This is an optimization exercise on Yosys and OpenROAD, whose aim is small area, a short achievable clock period and few clock cycles per item, not a production implementation. Function was checked by simulation only, so behaviour that the tests miss may differ from the original. Power is estimated from default activity; no workload was simulated.

==> flow/design.v (excerpt) <==
module MIPS ( Clk_O, Reset, Instruction, PC, Retire, LED, LEDten, LEDPC, LEDPCten, LEDSC, LEDwrr, LEDs);
Size: roughly 900 cells after synthesis, about 320 flip-flops, ~65 I/O pins.
Settings: LEC_CHECK=0, CAP_MARGIN=20, CORE_MARGIN=2, CORE_UTILIZATION=40, PLACE_DENSITY=0.6, SLEW_MARGIN=20; clock period 12.0 ns.
standard.sh (not shown) runs the stock make flow with config.mk's settings and CLKGATE_MAP_FILE= SYNTH_SCRIPT=/design/flow/synth_recipe.tcl, a recipe that flattens the netlist after the stock synthesis.
==> flow/flow/run.sh <==
#!/bin/bash
# The standard layout, changed in how it is made:
#  - synthesis: abc maps with flow/abc.script (area-oriented, with deepsyn)
#    and Yosys does not pre-extract half/full adders; registers are mapped
#    exactly as in the standard synthesis (same dfflibmap step);
#  - port buffers are buf_2 instead of the slow clkdlybuf4s50_1;
#  - clock-tree sinks are clustered in larger groups, without dummy loads.
#  - timing repair aims at a 5.1 ns period (setup margin 6.9 ns at 12 ns).
set -o pipefail
HERE=$(pwd)
rm -rf "$HERE/scripts"
cp -r "$FLOW_HOME/scripts" "$HERE/scripts"
cp "$HERE/flow/abc.script" "$HERE/scripts/abc_speed.script"
bash standard.sh \
  SCRIPTS_DIR="$HERE/scripts" \
  ADDER_MAP_FILE= \
  BUFFER_PORTS_ARGS="-buffer_cell sky130_fd_sc_hd__buf_2" \
  CTS_ARGS="-sink_clustering_enable -repair_clock_nets -sink_clustering_size 30 -sink_clustering_max_diameter 120 -dont_use_dummy_load" \
  SETUP_SLACK_MARGIN=6.9 \
  finish > standard.log 2>&1
==> flow/flow/abc.script <==
strash
&get -n
&fraig -x
&put
scorr
dc2
strash
&get -n
&deepsyn -T 20
&put
strash
&get -n
&dch -f
&nf
&put
Testbench counts at the start, summed over its fixed seeds: cycles 19,392, instrs 19,200.
Rerun with:
--- a/flow/flow/run.sh
+++ b/flow/flow/run.sh
@@ -5,3 +5,3 @@
 #    exactly as in the standard synthesis (same dfflibmap step);
-#  - port buffers are buf_2 instead of the slow clkdlybuf4s50_1;
+#  - port buffers are buf_1 instead of the slow clkdlybuf4s50_1;
 #  - clock-tree sinks are clustered in larger groups, without dummy loads.
@@ -16,5 +16,5 @@
   ADDER_MAP_FILE= \
-  BUFFER_PORTS_ARGS="-buffer_cell sky130_fd_sc_hd__buf_2" \
+  BUFFER_PORTS_ARGS="-buffer_cell sky130_fd_sc_hd__buf_1" \
   CTS_ARGS="-sink_clustering_enable -repair_clock_nets -sink_clustering_size 30 -sink_clustering_max_diameter 120 -dont_use_dummy_load" \
-  SETUP_SLACK_MARGIN=6.9 \
+  SETUP_SLACK_MARGIN=6.9 CORE_UTILIZATION=60 PLACE_DENSITY=0.75 CAP_MARGIN=0 SLEW_MARGIN=0 GPL_TIMING_DRIVEN=0 \
   finish > standard.log 2>&1
--- a/flow/flow/abc.script
+++ b/flow/flow/abc.script
@@ -13,3 +13,3 @@
 &dch -f
-&nf
+&nf -R 1000
 &put
- total power shrinks by 3.4%
- sequential power barely changes
- register-to-register slack loses 0.34 ns
Rerun with:
==> flow/flow/run.sh (replaced) <==
#!/bin/bash
# The standard layout, changed in how it is made:
#  - synthesis: abc maps with flow/abc.script (area-oriented, with deepsyn)
#    and Yosys does not pre-extract half/full adders; registers are mapped
#    exactly as in the standard synthesis (same dfflibmap step);
#  - port buffers are buf_2 instead of the slow clkdlybuf4s50_1;
#  - clock-tree sinks are clustered in larger groups, without dummy loads.
set -o pipefail
HERE=$(pwd)
rm -rf "$HERE/scripts"
cp -r "$FLOW_HOME/scripts" "$HERE/scripts"
cp "$HERE/flow/abc.script" "$HERE/scripts/abc_speed.script"
bash standard.sh \
  SCRIPTS_DIR="$HERE/scripts" \
  ADDER_MAP_FILE= \
  BUFFER_PORTS_ARGS="-buffer_cell sky130_fd_sc_hd__buf_2" \
  CTS_ARGS="-sink_clustering_enable -repair_clock_nets -sink_clustering_size 30 -sink_clustering_max_diameter 120 -dont_use_dummy_load" \
  finish > standard.log 2>&1
--- a/flow/flow/abc.script
+++ b/flow/flow/abc.script
@@ -13,3 +13,3 @@
 &dch -f
-&nf -R 1000
+&nf
 &put
=> The new run completed with no timing, DRC or antenna violations; wire length rose by 2.0%; synthesized cell count fell by 2.0%; cell count rose by 9.4%; power rose by 3.1%; setup slack gets worse by 0.26 ns.
Rerun with:
--- a/flow/flow/run.sh
+++ b/flow/flow/run.sh
@@ -7,2 +7,3 @@
 #  - clock-tree sinks are clustered in larger groups, without dummy loads.
+#  - timing repair aims at a 5.1 ns period (setup margin 6.9 ns at 12 ns).
 set -o pipefail
@@ -17,2 +18,3 @@
   CTS_ARGS="-sink_clustering_enable -repair_clock_nets -sink_clustering_size 30 -sink_clustering_max_diameter 120 -dont_use_dummy_load" \
+  SETUP_SLACK_MARGIN=6.9 CORE_UTILIZATION=60 PLACE_DENSITY=0.75 CAP_MARGIN=0 SLEW_MARGIN=0 \
   finish > standard.log 2>&1
After rerunning: The changed run produced a clean layout. Worst hold slack barely changes. Final cell count falls by 9.5%. Wire length falls by 0.43%. Utilization rises by 22 points. Synthesized cell count does not change. Via count rises by 3.2%. Combinational power rises by about 2%. Cell area falls by 1.1%. Clock-buffer cell count is unchanged.

========
The RTL this note starts from:
==> flow/design.v <==
module decoder7seg(Binary, LED);
   input [3:0] Binary;
   output [6:0] LED;
	localparam [127:0] SEG = {
		8'b01110001, 8'b01111001, 8'b01011110, 8'b00111001,	 
		8'b01111100, 8'b01110111, 8'b01101111, 8'b01111111,	 
		8'b00000111, 8'b01111101, 8'b01101101, 8'b01100110,	 
		8'b01001111, 8'b01011011, 8'b00000110, 8'b00111111	 
	};
	assign LED = SEG[8*Binary +: 7];
endmodule
`timescale 1ns / 1ps
module signext(
    input [1:0] in,
    output reg [7:0] out,
    input Clear
    );
	always @(*) begin
		if (Clear) out <= 0;
		else out <= {{6{in[1]}}, in};
	end
endmodule
`timescale 1ns / 1ps
module mux(
    input Control,
    input [7:0] in0,
    input [7:0] in1,
    output reg [7:0] out,
    input Clear
    );
	always @(*) begin
		if (Clear) out <= 0;
		else begin
			if (Control) out <= in1;
			else out <= in0;
		end
	end
endmodule
`timescale 1ns / 1ps
module jump(
    input [7:0] PC_Added,
    input [7:0] Sign_Extended_Instruction,
    output reg [7:0] Jump_Address,
    input Clear
    );
	always @(*) begin
		if (Clear) Jump_Address <= 0;
		else Jump_Address <= PC_Added + Sign_Extended_Instruction;
	end
endmodule
`timescale 1ns / 1ps
module dest(
    input RegDst,
    input [3:0] Instruction30,
    output reg [1:0] Write_Register,
    input Clear
    );
	always @(*) begin
		if (Clear) Write_Register <= 0;
		else begin
			if (RegDst) Write_Register <= Instruction30[1:0];
			else Write_Register <= Instruction30[3:2];
		end
	end
endmodule
`timescale 1ns / 1ps
module control(
    input [1:0] in,
    output reg RegDst,
    output reg RegWrite,
    output reg ALUSrc,
    output reg Branch,
    output reg MemRead,
    output reg MemWrite,
    output reg MemtoReg,
    output reg ALUOp,
    input Clear
    );
	always @(*) begin
		if (Clear) begin RegDst <= 0; RegWrite <= 0; ALUSrc <= 0; Branch <= 0; MemRead <= 0; MemWrite <= 0; MemtoReg <= 0; ALUOp <= 0; end
		else begin
			case (in)
				2'b00: begin RegDst <= 1; RegWrite <= 1; ALUSrc <= 0; Branch <= 0; MemRead <= 0; MemWrite <= 0; MemtoReg <= 0; ALUOp <= 1; end
				2'b01: begin RegDst <= 0; RegWrite <= 1; ALUSrc <= 1; Branch <= 0; MemRead <= 1; MemWrite <= 0; MemtoReg <= 1; ALUOp <= 1 ; end
				2'b10: begin RegDst <= 0; RegWrite <= 0; ALUSrc <= 1; Branch <= 0; MemRead <= 0; MemWrite <= 1; MemtoReg <= 0; ALUOp <= 1 ; end
				2'b11: begin RegDst <= 0; RegWrite <= 0; ALUSrc <= 0; Branch <= 1; MemRead <= 0; MemWrite <= 0; MemtoReg <= 0; ALUOp <= 0; end
				default: begin RegDst <= 0; RegWrite <= 0; ALUSrc <= 0; Branch <= 0; MemRead <= 0; MemWrite <= 0; MemtoReg <= 0; ALUOp <= 0; end
			endcase
		end
	end
endmodule
`timescale 1ns / 1ps
module alu(
    input Clk,
    input [2:0] state,
    input ALUOp,
    input [7:0] Data1,
    input [7:0] Data2,
    output reg [7:0] ALU_Result,
    input Clear
    );
	always @(posedge Clk or posedge Clear) begin
		if (Clear) ALU_Result <= 0;
		else if (state == 3'd2) begin
			if (!ALUOp) ALU_Result <= 0;
			else ALU_Result <= Data1 + Data2;
		end
	end
endmodule
`timescale 1ns / 1ps
module register(
    input Clk,
    input Clear,
    input RegWrite,
    input [1:0] Read_Register1,
    input [1:0] Read_Register2,
    output [7:0] Read_Data1,
    output [7:0] Read_Data2,
    input [1:0] Write_Register,
    input [7:0] Reg_Write_Data
    );
	reg [31:0] s;	 
	wire [7:0] wd = Reg_Write_Data & {8{~Clear}};
	genvar k;
	generate
		for (k = 0; k < 4; k = k + 1) begin : regs
			always @(posedge Clk)
				if (Clear | (RegWrite & (Write_Register == k))) s[8*k +: 8] <= wd;
		end
	endgenerate
	assign Read_Data1 = s[8*Read_Register1 +: 8];
	assign Read_Data2 = s[8*Read_Register2 +: 8];
endmodule
`timescale 1ns / 1ps
module programcounter(
    output reg [7:0] PC,
    input [7:0] Next_PC,
    input Clear,
    input Clk,
    input En
    );
	always @(posedge Clk or posedge Clear) begin
		if (Clear) PC <= 0;
		else if (En) PC <= Next_PC;
	end
endmodule
`timescale 1ns / 1ps
module DMEM ( Clk, Clear, MemWrite, Address, Write_Data, Read_Data );
	input			Clk, Clear, MemWrite;
	input[4:0]		Address;
	input[7:0]		Write_Data;
	output[7:0]		Read_Data;
	reg[255:0]	MemByte;	 
	wire[7:0]	wd0 = Write_Data & {8{~Clear}};
	wire[7:0]	wd1 = Write_Data | {8{Clear}};
	genvar i, b;
	generate
		for (i = 0; i < 32; i = i + 1) begin : rows
			localparam [7:0] INIT = (i < 16) ? i : 8'd16 - i;
			wire[7:0] wd;
			for (b = 0; b < 8; b = b + 1) begin : bits
				assign wd[b] = INIT[b] ? wd1[b] : wd0[b];
			end
			always @(posedge Clk)
				if (Clear | (MemWrite & (Address == i))) MemByte[8*i +: 8] <= wd;
		end
	endgenerate
	assign Read_Data = MemByte[8*Address +: 8];
endmodule
`timescale 1ns / 1ps
module MIPS ( Clk_O, Reset, Instruction, PC, Retire, LED, LEDten, LEDPC, LEDPCten, LEDSC, LEDwrr, LEDs);
	input 		Clk_O, Reset;
	output		Retire;
	input [7:0]	Instruction;
	output[7:0] PC;
	output[6:0]	LED, LEDten, LEDPC, LEDPCten, LEDSC, LEDwrr;
	output[3:0] LEDs;
	reg			valid;	 
	reg [7:0]	A;		 
	reg [7:0]	IR;
	wire		is_j = valid & IR[7] & IR[6];
	wire [7:0]	A_plus1 = A + 8'd1;
	wire [7:0]	A_plus2 = A + 8'd2;
	wire [7:0]	A_minus1 = A - 8'd1;
	reg [7:0]	Next_PC;
	always @(*) begin
		if (!is_j) Next_PC = A_plus1;
		else case (IR[1:0])
			2'b00: Next_PC = A_plus1;
			2'b01: Next_PC = A_plus2;
			2'b10: Next_PC = A_minus1;
			2'b11: Next_PC = A;
		endcase
	end
	assign PC = Next_PC;
	always @(posedge Clk_O or posedge Reset) begin
		if (Reset) begin
			valid <= 1'b0;
			A <= 8'hff;
		end else begin
			valid <= 1'b1;
			A <= PC;
		end
	end
	always @(posedge Clk_O) IR <= Instruction;
	wire [7:0]	R1, R2, Mem_Data;
	wire [1:0]	Write_Register = IR[6] ? IR[3:2] : IR[1:0];
	wire [4:0]	Mem_Address = R1[4:0] + {{3{IR[1]}}, IR[1:0]};
	wire [7:0]	Reg_Write_Data = IR[6] ? Mem_Data : R1 + R2;
	register Register(.Clk(Clk_O), .Clear(Reset), .RegWrite(valid & ~IR[7]),
		.Read_Register1(IR[5:4]), .Read_Register2(IR[3:2]), .Read_Data1(R1), .Read_Data2(R2),
		.Write_Register(Write_Register), .Reg_Write_Data(Reg_Write_Data));
	DMEM Data_Memory(.Clk(Clk_O), .Clear(Reset), .MemWrite(valid & IR[7] & ~IR[6]),
		.Address(Mem_Address), .Write_Data(R2), .Read_Data(Mem_Data));
	reg			Retire_Valid;
	reg [7:0]	Retire_Address, Retire_Data;
	reg [1:0]	Retire_Register;
	always @(posedge Clk_O) begin
		Retire_Valid <= valid;
		Retire_Address <= A;
		Retire_Data <= Reg_Write_Data;
		Retire_Register <= Write_Register;
	end
	assign Retire = Retire_Valid;
	decoder7seg LEDoneDecode ( .Binary(Retire_Data[3:0]), .LED(LED) );
	decoder7seg LEDtenDecode ( .Binary(Retire_Data[7:4]), .LED(LEDten) );
	decoder7seg LEDPConeDecode(.Binary(Retire_Address[3:0]), .LED(LEDPC));
	decoder7seg LEDPCtenDecode(.Binary(Retire_Address[7:4]), .LED(LEDPCten));
	decoder7seg LEDWriteRegister(.Binary({2'b00, Retire_Register}), .LED(LEDwrr));
	assign LEDSC = 7'b1101101;
	assign LEDs[0] = ~Instruction[7] & ~Instruction[6];
	assign LEDs[1] = ~Instruction[7] & Instruction[6];
	assign LEDs[2] = Instruction[7] & ~Instruction[6];
	assign LEDs[3] = Instruction[7] & Instruction[6];
endmodule
==> flow/config.mk <==
export PLATFORM = sky130hd
export DESIGN_NAME = MIPS
export DESIGN_NICKNAME = MIPS
export VERILOG_FILES = /design/flow/design.v
export SDC_FILE = /design/flow/constraint.sdc
export NUM_CORES = 4
export LEC_CHECK = 0
export CAP_MARGIN = 20
export CORE_MARGIN = 2
export CORE_UTILIZATION = 40
export PLACE_DENSITY = 0.6
export SLEW_MARGIN = 20
==> flow/constraint.sdc <==
create_clock -name core_clock -period 12.0 [get_ports {Clk_O}]
set_input_delay 2.4000 -clock core_clock [delete_from_list [all_inputs] [get_ports {Clk_O}]]
set_output_delay 2.4000 -clock core_clock [all_outputs]
set_load 0.01 [all_outputs]
==> flow/flow/run.sh <==
#!/bin/bash
# The standard layout, changed in how it is made:
#  - synthesis: abc maps with flow/abc.script (area-oriented, with deepsyn)
#    and Yosys does not pre-extract half/full adders; registers are mapped
#    exactly as in the standard synthesis (same dfflibmap step);
#  - port buffers are buf_1 instead of the slow clkdlybuf4s50_1;
#  - clock-tree sinks are clustered in larger groups, without dummy loads.
#  - timing repair aims at a 5.1 ns period (setup margin 6.9 ns at 12 ns).
set -o pipefail
HERE=$(pwd)
rm -rf "$HERE/scripts"
cp -r "$FLOW_HOME/scripts" "$HERE/scripts"
cp "$HERE/flow/abc.script" "$HERE/scripts/abc_speed.script"
bash standard.sh \
  SCRIPTS_DIR="$HERE/scripts" \
  ADDER_MAP_FILE= \
  BUFFER_PORTS_ARGS="-buffer_cell sky130_fd_sc_hd__buf_1" \
  CTS_ARGS="-sink_clustering_enable -repair_clock_nets -sink_clustering_size 20 -sink_clustering_max_diameter 100 -dont_use_dummy_load -buf_list sky130_fd_sc_hd__clkbuf_8 -root_buf sky130_fd_sc_hd__clkbuf_16" \
  SETUP_SLACK_MARGIN=6.9 CORE_UTILIZATION=60 PLACE_DENSITY=0.75 CAP_MARGIN=0 SLEW_MARGIN=0 \
  finish > standard.log 2>&1
==> flow/flow/abc.script <==
strash
&get -n
&fraig -x
&put
scorr
dc2
strash
&get -n
&deepsyn -T 20
&put
strash
&get -n
&dch -f
&nf -R 1000
&put
The starting point produced a clean layout.
Testbench counts at the start, summed over its fixed seeds: cycles 19,392, instrs 19,200.
Then changed:
==> flow/flow/run.sh (replaced) <==
#!/bin/bash
# The standard layout with small port buffers (buf_2 instead of the slow
# clkdlybuf4s50_1) and larger clock-tree sink clusters.
set -o pipefail
bash standard.sh \
  BUFFER_PORTS_ARGS="-buffer_cell sky130_fd_sc_hd__buf_2" \
  CTS_ARGS="-sink_clustering_enable -repair_clock_nets -sink_clustering_size 25 -sink_clustering_max_diameter 120" \
  finish > standard.log 2>&1
removed: flow/flow/abc.script
Outcome:
- via count falls by 6.5%
- worst hold slack loses 0.0070 ns
- combinational power increases to 2.7 times its value
- design area went up by about 16%
- routed wire length goes up by about 1.2%
- setup slack loses 0.039 ns
- count of clock-buffer cells in the layout climbs by 2
- maximum frequency fell by 0.74%
- first-iteration DRC count shrinks by 36%
Then changed:
==> flow/flow/run.sh (replaced) <==
#!/bin/bash
# The standard layout, changed in how it is made:
#  - synthesis: abc maps with flow/abc.script (area-oriented, with deepsyn)
#    and Yosys does not pre-extract half/full adders; registers are mapped
#    exactly as in the standard synthesis (same dfflibmap step);
#  - port buffers are buf_1 instead of the slow clkdlybuf4s50_1;
#  - clock-tree sinks are clustered in larger groups, without dummy loads.
#  - timing repair aims at a 5.2 ns period (setup margin 6.8 ns at 12 ns).
set -o pipefail
HERE=$(pwd)
rm -rf "$HERE/scripts"
cp -r "$FLOW_HOME/scripts" "$HERE/scripts"
cp "$HERE/flow/abc.script" "$HERE/scripts/abc_speed.script"
bash standard.sh \
  SCRIPTS_DIR="$HERE/scripts" \
  ADDER_MAP_FILE= \
  BUFFER_PORTS_ARGS="-buffer_cell sky130_fd_sc_hd__buf_1" \
  CTS_ARGS="-sink_clustering_enable -repair_clock_nets -sink_clustering_size 30 -sink_clustering_max_diameter 120 -dont_use_dummy_load" \
  SETUP_SLACK_MARGIN=6.8 CORE_UTILIZATION=60 PLACE_DENSITY=0.75 CAP_MARGIN=0 SLEW_MARGIN=0 \
  finish > standard.log 2>&1
==> flow/flow/abc.script (new file) <==
strash
&get -n
&fraig -x
&put
scorr
dc2
strash
&get -n
&deepsyn -T 20
&put
strash
&get -n
&dch -f
&nf -R 1000
&put
Synthesized area fell by roughly a tenth.
Synthesized cell count is about the same.
Routed wire length fell slightly.
Worst setup slack stays flat.
Sequential power fell by roughly a tenth.
Count of clock-buffer cells in the layout fell by 8.
Power fell by well over a third.
Combinational power fell by well over a third.

-- re-timing with driven ports --
The results above use ideal ports. As a check the final layouts listed here were re-extracted and re-timed, cells and wires unchanged.
Step 1 sets driving cells, clkbuf_16 on the clock port and buf_2 on the other inputs (assumed; they add their load-dependent delay and slew).
Step 2 moves the port delays by t, midway between the first and last clock arrival at a register: inputs arrive t later, outputs are due t later. That takes back most of the time a late clock gives input paths.
Three values: ideal ports, drivers, drivers and shift; two values: the first two.
| run | t (ns) | setup slack, ns | hold slack, ns | pins driven straight from the clock port |
|---|---|---|---|---|
| the first run of note 1 | 0.535 | 6.834 / 6.792 / 6.792 | 0.424 / 0.424 / 0.424 | 1 |
| the second run of note 1 | 0.550 | 6.844 / 6.810 / 6.810 | 0.422 / 0.422 / 0.422 | 1 |
| the third run of note 1 | 0.537 | 6.579 / 6.528 / 6.787 | 0.419 / 0.419 / 0.419 | 1 |
| the fourth run of note 1 | 0.534 | 6.841 / 6.799 / 6.799 | 0.416 / 0.416 / 0.416 | 1 |
| the first run of note 2 | 0.522 | 6.841 / 6.801 / 6.801 | 0.423 / 0.423 / 0.423 | 1 |
| the second run of note 2 | 0.548 | 6.803 / 6.783 / 6.783 | 0.416 / 0.416 / 0.416 | 1 |
| the third run of note 2 | 0.532 | 6.801 / 6.778 / 6.778 | 0.421 / 0.421 / 0.421 | 1 |
After both steps setup and hold are still met in every run listed.
